This design comes from an exercise in tuning for small area, a short achievable clock period and few clock cycles on the open sky130 flow, not from production work. In this exercise RTL edits were held to simulation tests only and were not proved equivalent to the original. No activity file was given, so power comes from the tool's default toggle rates.

## flow/design.v (module list and top-level ports; edited modules follow where they fit)
// module CNN: 2809 lines
// module xnr: 3 lines
// module orr: 3 lines
// module fa: 4 lines
module CNN(
    input                       clk,
    input                       rst_n,
    input                       in_valid,
    input      signed [15:0]    in_data,
    input                       opt,
    output reg                  out_valid,
    output reg signed [15:0]    out_data
);
  // ...
==> flow/flow/run.sh <==
#!/bin/bash
# Standard ORFS layout, with faster port buffers and timing repair aimed
# below the clock period.
set -euo pipefail
bash standard.sh SETUP_SLACK_MARGIN=10 CTS_BUF_DISTANCE=120 "BUFFER_PORTS_ARGS=-buffer_cell sky130_fd_sc_hd__buf_2" finish > make.log 2>&1
==> flow/standard.sh <==
#!/bin/bash
# synth_recipe.tcl (not shown) runs the flow's synth.tcl, then flattens the netlist and writes it again
# the make line also repeats each setting of config.mk as NAME=value (left out here)
make -C /OpenROAD-flow-scripts/flow DESIGN_CONFIG=/design/flow/config.mk WORK_HOME=/design/flow/orfs CLKGATE_MAP_FILE= SYNTH_SCRIPT=/design/flow/synth_recipe.tcl "${@:-finish}"
==> flow/config.mk <==
export PLATFORM = sky130hd
export DESIGN_NAME = CNN
export DESIGN_NICKNAME = CNN
export VERILOG_FILES = /design/flow/design.v
export SDC_FILE = /design/flow/constraint.sdc
export NUM_CORES = 4
export LEC_CHECK = 0
export CAP_MARGIN = 20
export CORE_MARGIN = 2
export CORE_UTILIZATION = 40
export CTS_CLUSTER_DIAMETER = 100
export CTS_CLUSTER_SIZE = 25
export PLACE_DENSITY = 0.6
export SLEW_MARGIN = 20
export SYNTH_HIERARCHICAL = 1
export SYNTH_MINIMUM_KEEP_SIZE = 0
==> flow/constraint.sdc <==
create_clock -name core_clock -period 14.0 [get_ports {clk}]
set_input_delay 2.8000 -clock core_clock [delete_from_list [all_inputs] [get_ports {clk}]]
set_output_delay 2.8000 -clock core_clock [all_outputs]
set_load 0.01 [all_outputs]
==> summary.md, run 1 <==
| Metric | Value |
|---|---|
| Most common cell after layout, fill and taps aside | `nand2_1` |
| Delay of the slowest critical-path stage | `380 ps` |
| Worst-case reg-to-reg path depth | `8` |
| Met3 WL post-DR | `between 9000 and 10000 µm` |
| Clock Skew | `41.66 ps` |
| Finished Cell Area | `between 0.06 and 0.07 mm²` |
| CTS Hold Buffers Added | `0` |
| Avg Cell Area, Syn | `12.31 µm²` |
| HP Class | `flip-flop to flip-flop` |
| Largest area contributor in the netlist | `fa_1` |
| Reported clock group power | `0.00183 W` |
| Number of multi-input logic gates | `3418` |
| Post-synth EDFFs | `176` |
| Area grow syn2layout | `7.597%` |
| Final hold slack | `308.4 ps` |
| Clk buf depth | `3` |
| Crit path to | `out_valid` |
| Count of cells resized by post-cts repair | `9` |
| Final Setup Violations | `0` |
| Fin util | `0.4326` |
| Area share of xor/xnor cells in the synthesized design | `0.06006` |
| Seq/Total Area, Yosys | `0.4030` |
| Status | `no timing/DRC/antenna violations` |
| Mapped Cells | `4879` |
| GRT busiest layer | `met2` |
| Initial antenna violation count | `7` |
| Footprint of the multi-input gates | `roughly 0.035 mm²` |
| Gpl congestion | `between 0.8 and 0.9` |
| Clk pwr share | `0.151` |
| Sw Share | `0.3707` |
| # clk buffers | `between 70 and 80` |
| Signal buffers | `149` |
| Nets@finish | `between 6000 and 7000` |
| Layout cells sized above 1 | `0.05535` |
| Drt pass-1 iters | `7` |
| Flop2flop setup slack | `10100 ps` |
| Non-clk invs | `about 100` |
| Compound-Gate Fraction of Synth Area | `0.01002` |
| Seq cells post-synth | `1118` |
| Slowest cell on crit path | `dfrtp_1` |
| Final WS setup | `10020 ps` |
| Initial DRC Count | `2614` |
| Setup crit start | `out_valid$_DFF_PN0_` |
Testbench counts, summed over its fixed seeds: cycles 13,248.
==> run 2, diff against run 1 <==
--- a/flow/design.v
+++ b/flow/design.v
@@ -2790,22 +2790,22 @@
 always @(posedge clk or negedge rst_n) begin
     if (!rst_n) begin
         pv0 <= 1'b0; pv1 <= 1'b0; pfirst <= 1'b0; plast <= 1'b0; pg <= 1'b0;
     end else begin
         pv0 <= fv && !g; pv1 <= fv && g; pfirst <= first; plast <= fv && last; pg <= g;
     end
 end
 reg signed [15:0] mx0, mx1;
-wire signed [15:0] n0 = (pfirst || f > mx0) ? f : mx0;
-wire signed [15:0] n1 = (pfirst || f > mx1) ? f : mx1;
+wire signed [15:0] mx = pg ? mx1 : mx0;
+wire signed [15:0] mxn = (pfirst || f > mx) ? f : mx;
 always @(posedge clk) begin
-    if (pv0) mx0 <= n0;
-    if (pv1) mx1 <= n1;
-    out_data <= pg ? n1 : n0;
+    if (pv0) mx0 <= mxn;
+    if (pv1) mx1 <= mxn;
+    out_data <= mxn;
 end
 always @(posedge clk or negedge rst_n) begin
     if (!rst_n) out_valid <= 1'b0;
     else out_valid <= plast;
 end
 endmodule
 module xnr(input a, b, output y);
 assign y = ~(a ^ b);
--- a/flow/config.mk
+++ b/flow/config.mk
@@ -5,12 +5,12 @@
 export SDC_FILE = /design/flow/constraint.sdc
 export NUM_CORES = 4
 export LEC_CHECK = 0
 export CAP_MARGIN = 20
 export CORE_MARGIN = 2
 export CORE_UTILIZATION = 40
 export CTS_CLUSTER_DIAMETER = 100
 export CTS_CLUSTER_SIZE = 25
-export PLACE_DENSITY = 0.6
+export PLACE_DENSITY = 0.72
 export SLEW_MARGIN = 20
 export SYNTH_HIERARCHICAL = 1
 export SYNTH_MINIMUM_KEEP_SIZE = 0
==> summary.md, run 2 <==
| Metric | Value |
|---|---|
| Status | `no timing/DRC/antenna violations (unchanged)` |
| Hold Path Depth | `0 (unchanged)` |
| Synth cell count leaders | `nand2_1 (1341), fa_1 (1046), dfxtp_1 (928), xnor2_1 (359), clkbuf_1 (226) (was nand2_1 (1346), fa_1 (1046), dfxtp_1 (928), xnor2_1 (356), clkbuf_1 (220))` |
| Total gr overflow | `0 (unchanged)` |
| Initial antenna violation count | `7 (unchanged)` |
| Fin crit period | `3995 ps (was 3984 ps)` |
| Vias in the first global route | `37510 (was 37180)` |
| Die height | `389.0 µm (was 391.6 µm)` |
| Residual DRC count | `0 (unchanged)` |
| Worst-path cell chain | `nand2_1 > xnor2_1 > fa_1 > fa_1 > fa_1 > fa_1 > xnor2_1 > xnor2_1 > xnor2_1 > xnor2_1 > xnor2_1 (was buf_6)` |
| Nets@finish | `5925 (was 6059)` |
| Die area | `0.1513 mm² (was 0.1533 mm²)` |
| Delay of the slowest critical-path stage | `790 ps (was 380 ps)` |
| Max VDD drop | `110.0 µV (was 126.1 µV)` |
| Largest area contributor in the netlist | `fa_1 (unchanged)` |
| Cell Pwr Density | `187.2 mW/mm² (was 188.1 mW/mm²)` |
| Most common cell after layout, fill and taps aside | `nand2_1 (unchanged)` |
| Max Slew Vio Count | `0 (unchanged)` |
| Top post-synthesis cells by area | `fa_1 (35%), dfxtp_1 (31%), edfxtp_1 (8.9%), nand2_1 (8.5%), xnor2_1 (5.3%) (was fa_1 (35%), dfxtp_1 (31%), edfxtp_1 (8.8%), nand2_1 (8.4%), xnor2_1 (5.2%))` |
| Initial core utilization | `0.4021 (about the same)` |
| Most frequent cells in the layout | `nand2_1 (1341), fa_1 (1046), dfxtp_1 (912) (was nand2_1 (1345), fa_1 (1046), dfxtp_1 (911))` |
| Largest net degree at the start of global routing | `50 (unchanged)` |
| Max-Cap Viols | `0 (unchanged)` |
| Area share of xor/xnor cells in the synthesized design | `0.06085 (was 0.06006)` |
| Count leader, synth | `nand2_1 (unchanged)` |
| Port bufs | `36 (unchanged)` |
| Post-synth ARST share | `0.01252 (unchanged)` |
| CTS tree | `yes (unchanged)` |
| Library cells used by synthesis | `57 (was 56)` |
| CTS root buf | `clkbuf_16 (unchanged)` |
| Placed cell areas | `0.06124 mm² (was 0.06216 mm²)` |
| Worst path arrival time | `4540 ps (was 1180 ps)` |
| Row count | `141 (was 142)` |
| Initial DRC Count | `2971 (was 2614)` |
| CP Class | `flip-flop to flip-flop (was flip-flop to output pin)` |
| Cts bufs inserted | `54 (was 55)` |
| Final hold violation count | `0 (unchanged)` |
| Tot GR Track Use | `0.1764 (was 0.1822)` |
| Setup TNS | `0 ps (unchanged)` |
| Slowest cell on crit path | `dfxtp_1 (was dfrtp_1)` |
| CP Max Fanout | `10 (was 1)` |
| Worst setup SP type | `flip-flop (unchanged)` |
| RSZ-0062 raised after global routing | `yes (unchanged)` |
| Seq/Total Area, Yosys | `0.4083 (was 0.4030)` |
| Worst-case reg-to-reg path depth | `11 (was 8)` |
| CP endpoint kind | `flip-flop (was output pin)` |
| Compound-Gate Fraction of Synth Area | `0.01203 (was 0.01002)` |
| Final Setup Violations | `0 (unchanged)` |
| Mapped Area | `0.05930 mm² (was 0.06008 mm²)` |
| Top reg by flops | `ring (unchanged)` |
| Clk slew on worst S/H paths | `90 ps (was 100 ps)` |
| Flop2flop setup slack | `10000 ps (was 10100 ps)` |
| Synth Area in Simple Gates | `0.1120 (was 0.1129)` |
| Post-synth EDFFs | `176 (unchanged)` |
| HP Class | `flip-flop to flip-flop (unchanged)` |
| Finished Cell Area | `0.06376 mm² (was 0.06465 mm²)` |
| Worst-margin pin slew | `955.3 ps (was 999.3 ps)` |
| Clk buf depth | `3 (unchanged)` |
| First-pass GRT wire length | `208700 µm (was 215200 µm)` |
| Layout cells sized above 1 | `0.05652 (was 0.05535)` |
| Max Fclk | `250.3 MHz (was 251.0 MHz)` |
| Via/cell ratio | `5.103 (was 4.961)` |
| Leak | `23.19 nW (was 23.86 nW)` |
| Avg Cell Area, Syn | `12.46 µm² (was 12.31 µm²)` |
| Slew HR | `0.3631 (was 0.3338)` |
| Mapped Cells | `4758 (was 4879)` |
| Post-DP HPWL | `91280 µm (was 94690 µm)` |
| FF-to-FF Start | `ring[33][13]$_DFF_P_ (was ring[30][10]$_DFF_P_)` |
| Ports | `37 (unchanged)` |
| Routed via count | `34170 (was 34200)` |
| Core Area | `0.1475 mm² (was 0.1494 mm²)` |
| Seq cells post-synth | `1118 (unchanged)` |
| Max reg flops | `576 (unchanged)` |
| Chip width | `389.0 µm (was 391.6 µm)` |
| H-Tree Level Count | `2 (unchanged)` |
| Area share of the largest cell type after synthesis | `0.3531 (was 0.3485)` |
| Top FF cell, synth | `dfxtp_1 (unchanged)` |
| Antenna-violating nets left | `0 (unchanged)` |
| R2r endpoint | `cs5b[15]$_DFF_P_ (was sb[17]$_DFF_P_)` |
| Critical Path RT | `14550 ps (was 11200 ps)` |
| Clock Skew | `78.96 ps (was 41.66 ps)` |
| CP most frequent cell | `xnor2_1` |
| Synth warn | `8 (unchanged)` |
| Post-synthesis mux area share | `0.006499 (was 0.01185)` |
| Drt pass-1 iters | `6 (was 7)` |
| Gpl congestion | `0.8816 (was 0.8772)` |
| Hold Startpoint | `ring[23][15]$_DFF_P_ (was ring[12][7]$_DFF_P_)` |
| WL/cell | `19.97 µm (was 20.08 µm)` |
| Later-pin clock latency in the skew report | `680 ps (about the same)` |
| CTS sink cnt | `1118 (unchanged)` |
| Final Cycle Share | `0.2854 (was 0.2846)` |
| Top Registers | `ring (576), sb (32), sa (31) (unchanged)` |
| CTS Hold Buffers Added | `0 (unchanged)` |
| Main combinational cell family by area after synthesis | `adder cells (unchanged)` |
| Area grow syn2layout | `7.524% (was 7.597%)` |
| Post-synthesis adder-cell area fraction | `0.3814 (was 0.3798)` |
| Worst Hold End | `ring[24][15]$_DFF_P_ (was ring[13][7]$_DFF_P_)` |
| Final WL | `133700 µm (was 138500 µm)` |
[run 2: logic make-up after synthesis]
family,after synthesis
adder cells (fa/ha/maj),1180
AND/OR/NAND/NOR,1610
AO/OA/AOI/OAI,106
multiplexers,36
XOR/XNOR,412
buffers and inverters,294
other,2
flip-flops,1118
[run 2: worst max path at each step]
stage / end / startpoint / cells past startpoint
finish: cs5b[15]$_DFF_P_ / ring[33][13]$_DFF_P_ / 11
global route: cs5b[15]$_DFF_P_ / ring[33][0]$_DFF_P_ / 12
CTS: cs5b[15]$_DFF_P_ / ring[33][0]$_DFF_P_ / 12
detailed placement: cs5b[15]$_DFF_P_ / ring[33][0]$_DFF_P_ / 12
global placement: sb[17]$_DFF_P_ / ring[30][13]$_DFF_P_ / 7
floorplan: cs3b[15]$_DFF_P_ / ring[33][0]$_DFF_P_ / 13
[run 2: cell type report]
type,count,area (µm²)
diodes,6,15.01
clock buffers,76,1465
clock inverters,14,190.2
fillers,13340,83720
inverters,40,150.1
multi-input cells,3356,34050
flip-flops and latches,1118,24240
well taps,1930,2415
repair buffers,155,1237
[run 2: report_power, final]
group	internal (W)	total (W)	leakage [nW]	switching [W]
combinational	0.00284	0.00590	12.8	0.00306
clock	0.000757	0.00178	0.798	0.00103
sequential	0.00397	0.00425	9.57	0.000281
total	0.00756	0.0119	23.2	0.00437
[run 2: routing by layer]
layer / wire length, µm / vias to the layer above / global-route usage / part of all wire
li1: - / 14570 / - / -
met1: 52890 / 17620 / 0.2307 / 0.40
met2: 64190 / 1631 / 0.2909 / 0.48
met3: 11760 / 346 / 0.03722 / 0.088
met4: 4829 / 2 / 0.06180 / 0.036
met5: 13 / - / 0 / 0.000097
[run 2: metrics by stage]
step                utilization  total power, W  std cells  setup WS (ps)  hold WS (ps)
finish                   0.4323         0.01194       6695          10000         298.7
global route             0.4322         0.01304       6690           9885         309.8
CTS                      0.4268         0.01210       6606           9904         295.9
detailed placement       0.4152         0.01030       6512           9782         312.1
global placement         0.4152         0.01010       6512           9823         309.7
floorplan                     -        0.008641       4768          10070         309.6
[run 2: what timing repair did]
item                                    in CTS  in global routing
resized for setup                           10                 29
gates cloned                                 0                  2
pin swaps                                    0                  1
setup buffers                                4                 81
endpoints found under the setup margin      21                 24
[run 2: per-module statistics from Yosys (local to each module, per instance)]
module  flops+latches  copies in the design  cells
CNN              1118                     1   3409
fa                  0                  1043      1
xnr                 0                   157      1
orr                 0                   149      1
[run 2: critical path: cells and delay by family (launching register included)]
kind / cells / cell delay (ps)
XOR/XNOR: 6 / 1100
AND/OR/NAND/NOR: 1 / 160
adder cells (fa/ha/maj): 4 / 1810
flip-flops: 1 / 790
Testbench counts of run 2, summed over its fixed seeds: cycles 13,248.
==> run 3, diff against run 2 <==
--- a/flow/config.mk
+++ b/flow/config.mk
@@ -11,5 +11,5 @@
 export CTS_CLUSTER_DIAMETER = 100
 export CTS_CLUSTER_SIZE = 25
-export PLACE_DENSITY = 0.72
+export PLACE_DENSITY = 0.6
 export SLEW_MARGIN = 20
 export SYNTH_HIERARCHICAL = 1
==> summary.md, run 3 <==
| Metric | Value |
|---|---|
| Top Registers | `ring (576), sb (32), sa (31) (unchanged)` |
| Post-synthesis mux area share | `0.006499 (unchanged)` |
| Port bufs | `36 (unchanged)` |
| Worst-path cell chain | `buf_2 (was nand2_1 > xnor2_1 > fa_1 > fa_1 > fa_1 > fa_1 > xnor2_1 > xnor2_1 > xnor2_1 > xnor2_1 > xnor2_1)` |
| GR Layer Usage met1 | `0.2448 (was 0.2307)` |
| Met3 track demand over resource | `0.03190 (was 0.03722)` |
| Mapped Area | `0.05930 mm² (unchanged)` |
| Post-synth ARST share | `0.01252 (unchanged)` |
| Compound-Gate Fraction of Synth Area | `0.01203 (unchanged)` |
| Max VDD drop | `120.7 µV (was 110.0 µV)` |
| Post-DP HPWL | `93100 µm (was 91280 µm)` |
| Via/cell ratio | `5.015 (was 5.103)` |
| Core Area | `0.1475 mm² (unchanged)` |
| Synth cell count leaders | `nand2_1 (1341), fa_1 (1046), dfxtp_1 (928), xnor2_1 (359), clkbuf_1 (226) (unchanged)` |
| Avg Cell Area, Syn | `12.46 µm² (unchanged)` |
| First-pass GRT wire length | `213400 µm (was 208700 µm)` |
| Hold Startpoint | `ring[32][9]$_DFF_P_ (was ring[23][15]$_DFF_P_)` |
| Max Fclk | `251.5 MHz (was 250.3 MHz)` |
| Tot GR Track Use | `0.1820 (was 0.1764)` |
| Setup TNS | `0 ps (unchanged)` |
| Residual DRC count | `0 (unchanged)` |
| WL/cell | `20.49 µm (was 19.97 µm)` |
| Clock Skew | `87.22 ps (was 78.96 ps)` |
| Nets@finish | `5922 (was 5925)` |
| Hold Path Depth | `0 (unchanged)` |
| Initial antenna violation count | `6 (was 7)` |
| Top reg by flops | `ring (unchanged)` |
| Max reg flops | `576 (unchanged)` |
| Final WL | `137200 µm (was 133700 µm)` |
| Worst-margin pin slew | `1013 ps (was 955.3 ps)` |
| Delay of the slowest critical-path stage | `370 ps (was 790 ps)` |
| Post-synth EDFFs | `176 (unchanged)` |
| Clk buf depth | `3 (unchanged)` |
| Gpl congestion | `0.8700 (was 0.8816)` |
| CTS sink cnt | `1118 (unchanged)` |
| Cts bufs inserted | `58 (was 54)` |
| Synth warn | `8 (unchanged)` |
| Slew HR | `0.3248 (was 0.3631)` |
| Layout cells sized above 1 | `0.05816 (was 0.05652)` |
| Main combinational cell family by area after synthesis | `adder cells (unchanged)` |
| Initial DRC Count | `2603 (was 2971)` |
| Chip width | `389.0 µm (unchanged)` |
| Worst path arrival time | `1180 ps (was 4540 ps)` |
| Top FF cell, synth | `dfxtp_1 (unchanged)` |
| Flop2flop setup slack | `10060 ps (was 10000 ps)` |
| Library cells used by synthesis | `57 (unchanged)` |
| Final Setup Violations | `0 (unchanged)` |
| FF-to-FF Start | `kr8[10]$_DFFE_PN_ (was ring[33][13]$_DFF_P_)` |
| CP Class | `flip-flop to output pin (was flip-flop to flip-flop)` |
| Drt pass-1 iters | `8 (was 6)` |
| GRT met2 Usage | `0.3006 (was 0.2909)` |
| Synth Area in Simple Gates | `0.1120 (unchanged)` |
| CTS root buf | `clkbuf_16 (unchanged)` |
| Slowest cell on crit path | `dfrtp_1 (was dfxtp_1)` |
| R2r endpoint | `sb[18]$_DFF_P_ (was cs5b[15]$_DFF_P_)` |
| HP Class | `flip-flop to flip-flop (unchanged)` |
| RSZ-0062 raised after global routing | `yes (unchanged)` |
| Largest net degree at the start of global routing | `50 (unchanged)` |
| Mapped Cells | `4758 (unchanged)` |
| Top post-synthesis cells by area | `fa_1 (35%), dfxtp_1 (31%), edfxtp_1 (8.9%), nand2_1 (8.5%), xnor2_1 (5.3%) (unchanged)` |
| Die area | `0.1513 mm² (unchanged)` |
| GRT busiest layer | `met2 (unchanged)` |
| Cell Pwr Density | `189.8 mW/mm² (was 187.2 mW/mm²)` |
| Post-synthesis adder-cell area fraction | `0.3814 (unchanged)` |
| Fin crit period | `3976 ps (was 3995 ps)` |
| Routed via count | `33570 (was 34170)` |
| Count leader, synth | `nand2_1 (unchanged)` |
| Seq cells post-synth | `1118 (unchanged)` |
| Vias in the first global route | `36810 (was 37510)` |
| Fin util | `0.4336 (was 0.4323)` |
| Area grow syn2layout | `7.845% (was 7.524%)` |
| Leak | `23.27 nW (was 23.19 nW)` |
| Final Cycle Share | `0.2840 (was 0.2854)` |
| Status | `no timing/DRC/antenna violations (unchanged)` |
| Clk slew on worst S/H paths | `100 ps (was 90 ps)` |
| Most common cell after layout, fill and taps aside | `nand2_1 (unchanged)` |
| Die height | `389.0 µm (unchanged)` |
| Antenna-violating nets left | `0 (unchanged)` |
| Final hold violation count | `0 (unchanged)` |
| Area share of xor/xnor cells in the synthesized design | `0.06085 (unchanged)` |
| Row count | `141 (unchanged)` |
| Largest area contributor in the netlist | `fa_1 (unchanged)` |
| H-Tree Level Count | `2 (unchanged)` |
| Worst-case reg-to-reg path depth | `7 (was 11)` |
| Area share of the largest cell type after synthesis | `0.3531 (unchanged)` |
| Critical Path RT | `11200 ps (was 14550 ps)` |
| CP Max Fanout | `1 (was 10)` |
| CTS tree | `yes (unchanged)` |
| Initial core utilization | `0.4021 (unchanged)` |
| Levels on crit path | `1 (was 11)` |
| Cell family with most CP delay | `flip-flops (was adder cells)` |
| Ports | `37 (unchanged)` |
| Later-pin clock latency in the skew report | `720 ps (was 680 ps)` |
| Worst setup SP type | `flip-flop (unchanged)` |
| Most frequent cells in the layout | `nand2_1 (1341), fa_1 (1046), dfxtp_1 (909) (was nand2_1 (1341), fa_1 (1046), dfxtp_1 (912))` |
| Seq/Total Area, Yosys | `0.4083 (unchanged)` |
| Total gr overflow | `0 (unchanged)` |
| Worst Hold End | `ring[33][9]$_DFF_P_ (was ring[24][15]$_DFF_P_)` |
| CP endpoint kind | `output pin (was flip-flop)` |
| Max-Cap Viols | `0 (unchanged)` |
| Max Slew Vio Count | `0 (unchanged)` |
| Critical path buffer and inverter count | `1 (was 0)` |
==> run 3: layout make-up <==
type                            count  area, µm²
Antenna cell                        2      5.005
Clock inverter                     21      325.3
Clock buffer                       80       1567
Sequential cell                  1118      24250
Timing Repair Buffer              148       1197
Multi-Input combinational cell   3356      34040
Fill cell                       13560      83530
Inverter                           40      150.1
Tap cell                         1930       2415
==> run 3: timing repair <==
| action | in CTS | in global routing |
|---|---|---|
| setup buffers | 4 | 71 |
| pin swaps | 0 | 0 |
| resized for setup | 13 | 26 |
| cloned | 0 | 4 |
| hold buffers | 0 | 0 |
| endpoints found under the setup margin | 24 | 21 |
==> run 3: worst max path at each step <==
stage | from | to | slack [ps]
after global placement | ring[30][13]$_DFF_P_ | sb[17]$_DFF_P_ | 9760
after CTS | out_valid$_DFF_PN0_ | out_valid | 9980
final | out_valid$_DFF_PN0_ | out_valid | 10020
after floorplan | ring[33][0]$_DFF_P_ | cs3b[15]$_DFF_P_ | 10070
after detailed placement | ring[30][14]$_DFF_P_ | sb[18]$_DFF_P_ | 9760
after global routing | out_valid$_DFF_PN0_ | out_valid | 9970
==> run 3: power by group <==
group          switching [W]  internal [W]  total [W]
Combinational        0.00310       0.00286    0.00596
Clock                0.00110      0.000830    0.00193
Sequential          0.000281       0.00397    0.00425
==> run 3: logic make-up (layout without fill, tap and decap cells) <==
logic type | Yosys count | count (layout)
mux | 36 | 36
simple gates | 1610 | 1610
xor+xnor | 412 | 412
other cells | 2 | 14
fa+ha+maj | 1180 | 1180
flops | 1118 | 1118
buf+inv | 294 | 289
compound gates | 106 | 106
==> run 3: layer usage <==
metal,share of wire,vias to the layer above
met5,0,-
met4,0.029,0
met3,0.074,255
met2,0.48,1332
met1,0.42,17430
li1,-,14560
==> run 3: modules after synthesis, one instance, submodules excluded <==
module	flip-flops and latches	copies in the design	area, µm²	cells
CNN	1118	1	36110	3409
fa	0	1043	20.02	1
xnr	0	157	8.758	1
orr	0	149	6.256	1
==> run 3: stage by stage <==
stage          instances  hold WS, ps  cell area, µm²  power [W]  worst slack [ps]
2_1_floorplan       4768        309.6           59340   0.008641             10070
3_3_place_gp        6513        309.5           61240    0.01028              9758
3_5_place_dp        6513        312.0           61250    0.01041              9759
4_1_cts             6618        305.9           63200    0.01236              9978
5_1_grt             6694        320.2           63950    0.01331              9967
6_report            6695        301.1           63950    0.01214             10020
==> run 4, diff against run 3 <==
==> flow/run.sh (new file) <==
#!/bin/bash
# synth_recipe.tcl (not shown) runs the flow's synth.tcl, then flattens the netlist and writes it again
# the make line also repeats each setting of config.mk as NAME=value (left out here)
make -C /OpenROAD-flow-scripts/flow DESIGN_CONFIG=/design/flow/config.mk WORK_HOME=/design/flow/orfs CLKGATE_MAP_FILE= SYNTH_SCRIPT=/design/flow/synth_recipe.tcl finish
removed: flow/flow/run.sh
removed: flow/standard.sh
==> summary.md, run 4 <==
| Metric | Value |
|---|---|
| Delay of the slowest critical-path stage | `590 ps (was 370 ps)` |
| Footprint of the multi-input gates | `0.03404 mm² (unchanged)` |
| Cell Pwr Density | `190.6 mW/mm² (was 189.8 mW/mm²)` |
| Post-synth EDFFs | `176 (unchanged)` |
| Top reg by flops | `ring (unchanged)` |
| Area share of the largest cell type after synthesis | `0.3531 (unchanged)` |
| Flop2flop setup slack | `9800 ps (was 10060 ps)` |
| Initial core utilization | `0.4021 (unchanged)` |
| Library cells used by synthesis | `57 (unchanged)` |
| Tot GR Track Use | `0.1829 (was 0.1820)` |
| Slowest cell on crit path | `clkdlybuf4s50_1 (was dfrtp_1)` |
| Critical Path RT | `11200 ps (about the same)` |
| Setup TNS | `0 ps (unchanged)` |
| Cts bufs inserted | `55 (was 58)` |
| Chip width | `389.0 µm (unchanged)` |
| R2r endpoint | `sb[18]$_DFF_P_ (unchanged)` |
| Max Slew Vio Count | `0 (unchanged)` |
| Core Area | `0.1475 mm² (unchanged)` |
| First-pass GRT wire length | `213100 µm (was 213400 µm)` |
| Routed via count | `33390 (was 33570)` |
| Initial antenna violation count | `3 (was 6)` |
| Port bufs | `36 (unchanged)` |
| Post-DP HPWL | `94150 µm (was 93100 µm)` |
| Fin crit period | `4398 ps (was 3976 ps)` |
| Max VDD drop | `136.0 µV (was 120.7 µV)` |
| Finished Cell Area | `0.06324 mm² (was 0.06395 mm²)` |
| Critical path buffer and inverter count | `1 (unchanged)` |
| Antenna-violating nets left | `0 (unchanged)` |
| Cell family with most CP delay | `buffers and inverters (was flip-flops)` |
| Post-CTS Setup Inserts | `0 (was 4)` |
| Clk slew on worst S/H paths | `90 ps (was 100 ps)` |
| Later-pin clock latency in the skew report | `730 ps (was 720 ps)` |
| Max-Cap Viols | `0 (unchanged)` |
| Worst setup SP type | `flip-flop (unchanged)` |
| Final Cycle Share | `0.3142 (was 0.2840)` |
| Hold Startpoint | `ring[7][12]$_DFF_P_ (was ring[32][9]$_DFF_P_)` |
| Die height | `389.0 µm (unchanged)` |
| Count leader, synth | `nand2_1 (unchanged)` |
| Ports | `37 (unchanged)` |
| Synth warn | `8 (unchanged)` |
| Leak | `22.78 nW (was 23.27 nW)` |
| Slew HR | `0.2701 (was 0.3248)` |
| Hold Path Depth | `0 (unchanged)` |
| CP endpoint kind | `output pin (unchanged)` |
| Nets@finish | `5849 (was 5922)` |
| CP Class | `flip-flop to output pin (unchanged)` |
| HP Class | `flip-flop to flip-flop (unchanged)` |
| Largest net degree at the start of global routing | `50 (unchanged)` |
| Seq cells post-synth | `1118 (unchanged)` |
| FF/Latch Area | `0.02422 mm² (was 0.02425 mm²)` |
| Filler instances | `13630 (was 13560)` |
| Tot Pwr | `0.01206 W (was 0.01214 W)` |
| Placed cell areas | `0.06149 mm² (was 0.06125 mm²)` |
| Seq/Total Area, Yosys | `0.4083 (unchanged)` |
| Status | `no timing/DRC/antenna violations (unchanged)` |
| Mapped Cells | `4758 (unchanged)` |
| Residual DRC count | `0 (unchanged)` |
| CP Max Fanout | `1 (unchanged)` |
| Worst path arrival time | `1600 ps (was 1180 ps)` |
| Total gr overflow | `0 (unchanged)` |
| CTS sink cnt | `1118 (unchanged)` |
| Vias in the first global route | `36670 (was 36810)` |
| Synth cell count leaders | `nand2_1 (1341), fa_1 (1046), dfxtp_1 (928), xnor2_1 (359), clkbuf_1 (226) (unchanged)` |
| FF-to-FF Start | `ring[30][14]$_DFF_P_ (was kr8[10]$_DFFE_PN_)` |
| Max Fclk | `227.4 MHz (was 251.5 MHz)` |
| CTS Hold Buffers Added | `0 (unchanged)` |
| Most common cell after layout, fill and taps aside | `nand2_1 (unchanged)` |
| CTS root buf | `clkbuf_16 (unchanged)` |
| Worst-path cell chain | `clkdlybuf4s50_1 (was buf_2)` |
| Clock Skew | `56.88 ps (was 87.22 ps)` |
| WL/cell | `20.48 µm (was 20.49 µm)` |
| Worst Hold End | `ring[8][12]$_DFF_P_ (was ring[33][9]$_DFF_P_)` |
| Worst-margin pin slew | `1093 ps (was 1013 ps)` |
| Largest area contributor in the netlist | `fa_1 (unchanged)` |
| CTS tree | `yes (unchanged)` |
| Via/cell ratio | `5.050 (was 5.015)` |
| Row count | `141 (unchanged)` |
| Final hold violation count | `0 (unchanged)` |
| Final WS setup | `9602 ps (was 10020 ps)` |
| Layout cells sized above 1 | `0.03184 (was 0.05816)` |
| Most frequent cells in the layout | `nand2_1 (1341), fa_1 (1046), dfxtp_1 (920) (was nand2_1 (1341), fa_1 (1046), dfxtp_1 (909))` |
| Worst-case reg-to-reg path depth | `7 (unchanged)` |
| RSZ-0062 raised after global routing | `no (was yes)` |
| Max reg flops | `576 (unchanged)` |
| Post-place setup slack | `9668 ps (was 9759 ps)` |
| Drt pass-1 iters | `7 (was 8)` |
| Gpl congestion | `0.8562 (was 0.8700)` |
| Post-synth ARST share | `0.01252 (unchanged)` |
| Area grow syn2layout | `6.650% (was 7.845%)` |
| Final Setup Violations | `0 (unchanged)` |
| Top Registers | `ring (576), sb (32), sa (31) (unchanged)` |
| Mapped Area | `0.05930 mm² (unchanged)` |
| Top FF cell, synth | `dfxtp_1 (unchanged)` |
| H-Tree Level Count | `2 (unchanged)` |
| Clk buf depth | `3 (unchanged)` |
| Avg Cell Area, Syn | `12.46 µm² (unchanged)` |
| Final WL | `135400 µm (was 137200 µm)` |
| Setup crit start | `out_data[12]$_DFF_P_ (was out_valid$_DFF_PN0_)` |
| Top post-synthesis cells by area | `fa_1 (35%), dfxtp_1 (31%), edfxtp_1 (8.9%), nand2_1 (8.5%), xnor2_1 (5.3%) (unchanged)` |
| Die area | `0.1513 mm² (unchanged)` |
| Final hold slack | `291.8 ps (was 301.1 ps)` |
| Initial DRC Count | `2221 (was 2603)` |
| Count of cells resized by post-cts repair | `0 (was 13)` |
## run 4: cell count changes in the layout (fill, tap and decap cells not counted), sizes merged
cell / before / now
buf: 143 / 42
bufinv: 0 / 1
clkbuf: 85 / 72
clkdlybuf4s50: 0 / 36
clkinv: 9 / 7
clkinvlp: 1 / 0
inv: 51 / 48
## run 4: area by class of cell
cell class / count / share of cell area
sequential: 1118 / 0.3830
multi-input combinational: 3356 / 0.5383
antenna: 2 / 0.00007913
clock inverter: 16 / 0.003957
timing repair buffer: 78 / 0.01068
tap: 1930 / 0.03818
clock buffer: 72 / 0.02344
inverter: 40 / 0.002374
## run 4: kinds of logic after synthesis
| family | count (synthesis) | share of synthesized area |
|---|---|---|
| and+or+nand+nor | 1610 | 0.1120 |
| adders and majority gates | 1180 | 0.3814 |
| DFF | 1118 | 0.4083 |
| xor gates and xnor gates | 412 | 0.06085 |
| buffers and inverters | 294 | 0.01876 |
| AOI/OAI and AO/OA | 106 | 0.01203 |
| muxes | 36 | 0.006499 |
| other | 2 | 0.0001266 |
## run 4: metrics by stage
| step | instances | utilization |
|---|---|---|
| floorplan | 4768 | - |
| global placement | 6522 | 0.4169 |
| detailed placement | 6522 | 0.4169 |
| CTS | 6610 | 0.4287 |
| global route | 6610 | 0.4288 |
| finish | 6612 | 0.4288 |
## run 4: modules after synthesis, one instance, submodules excluded
module	times used	flops+latches
CNN	1	1118
xnr	157	0
fa	1043	0
orr	149	0
## run 4: worst max path at each step
stage | end | slack, ps | cells after the start
after detailed placement | ring[0][13]$_DFF_P_ | 9670 | 2
after floorplan | cs3b[15]$_DFF_P_ | 10070 | 13
after global placement | ring[0][12]$_DFF_P_ | 9670 | 2
after global routing | out_data[9] | 9530 | 1
final | out_data[12] | 9600 | 1
after CTS | out_data[7] | 9550 | 1
## run 4: power by group
part           total (W)  leakage, nW  switching (W)  internal, W
clock            0.00184        0.835        0.00105     0.000792
sequential       0.00425         9.57       0.000278      0.00397
combinational    0.00597         12.4        0.00310      0.00287
## run 4: per-layer routing
| layer | global-route usage | share of wire | vias to the layer above |
|---|---|---|---|
| li1 | - | - | 14400 |
| met1 | 0.2481 | 0.42 | 17530 |
| met2 | 0.3036 | 0.49 | 1243 |
| met3 | 0.02769 | 0.069 | 218 |
| met4 | 0.05567 | 0.028 | 0 |
| met5 | 0 | 0 | - |

## afterwards: timing with drivers on the ports
No port has a modelled driver above. Below, the same layouts with a new extraction and two added sets of constraints. Step 1 (the two cells are an assumption about what drives the block):
set clk [get_ports {clk}]
set_driving_cell -lib_cell sky130_fd_sc_hd__clkbuf_16 $clk
set_driving_cell -lib_cell sky130_fd_sc_hd__buf_2 [delete_from_list [all_inputs] $clk]
Step 2 times the ports against the registers' clock, not the clock port: input delays grow and output delays shrink by t, the midpoint of the rising clock arrivals with the driver on. a / b / c = ideal / step 1 / step 2; a / b = the first two.
| run | t, ns | setup WS [ns] | cell pins on the clock port's net |
|---|---|---|---|
| run 1 | 0.737 | 10.016 / 9.937 / 10.102 | 1 |
| run 2 | 0.713 | 10.005 / 9.962 / 10.005 | 1 |
| run 3 | 0.756 | 10.024 / 9.946 / 10.062 | 1 |
| run 4 | 0.774 | 9.602 / 9.522 / 9.648 | 1 |
After both steps setup and hold are still met in every run listed.
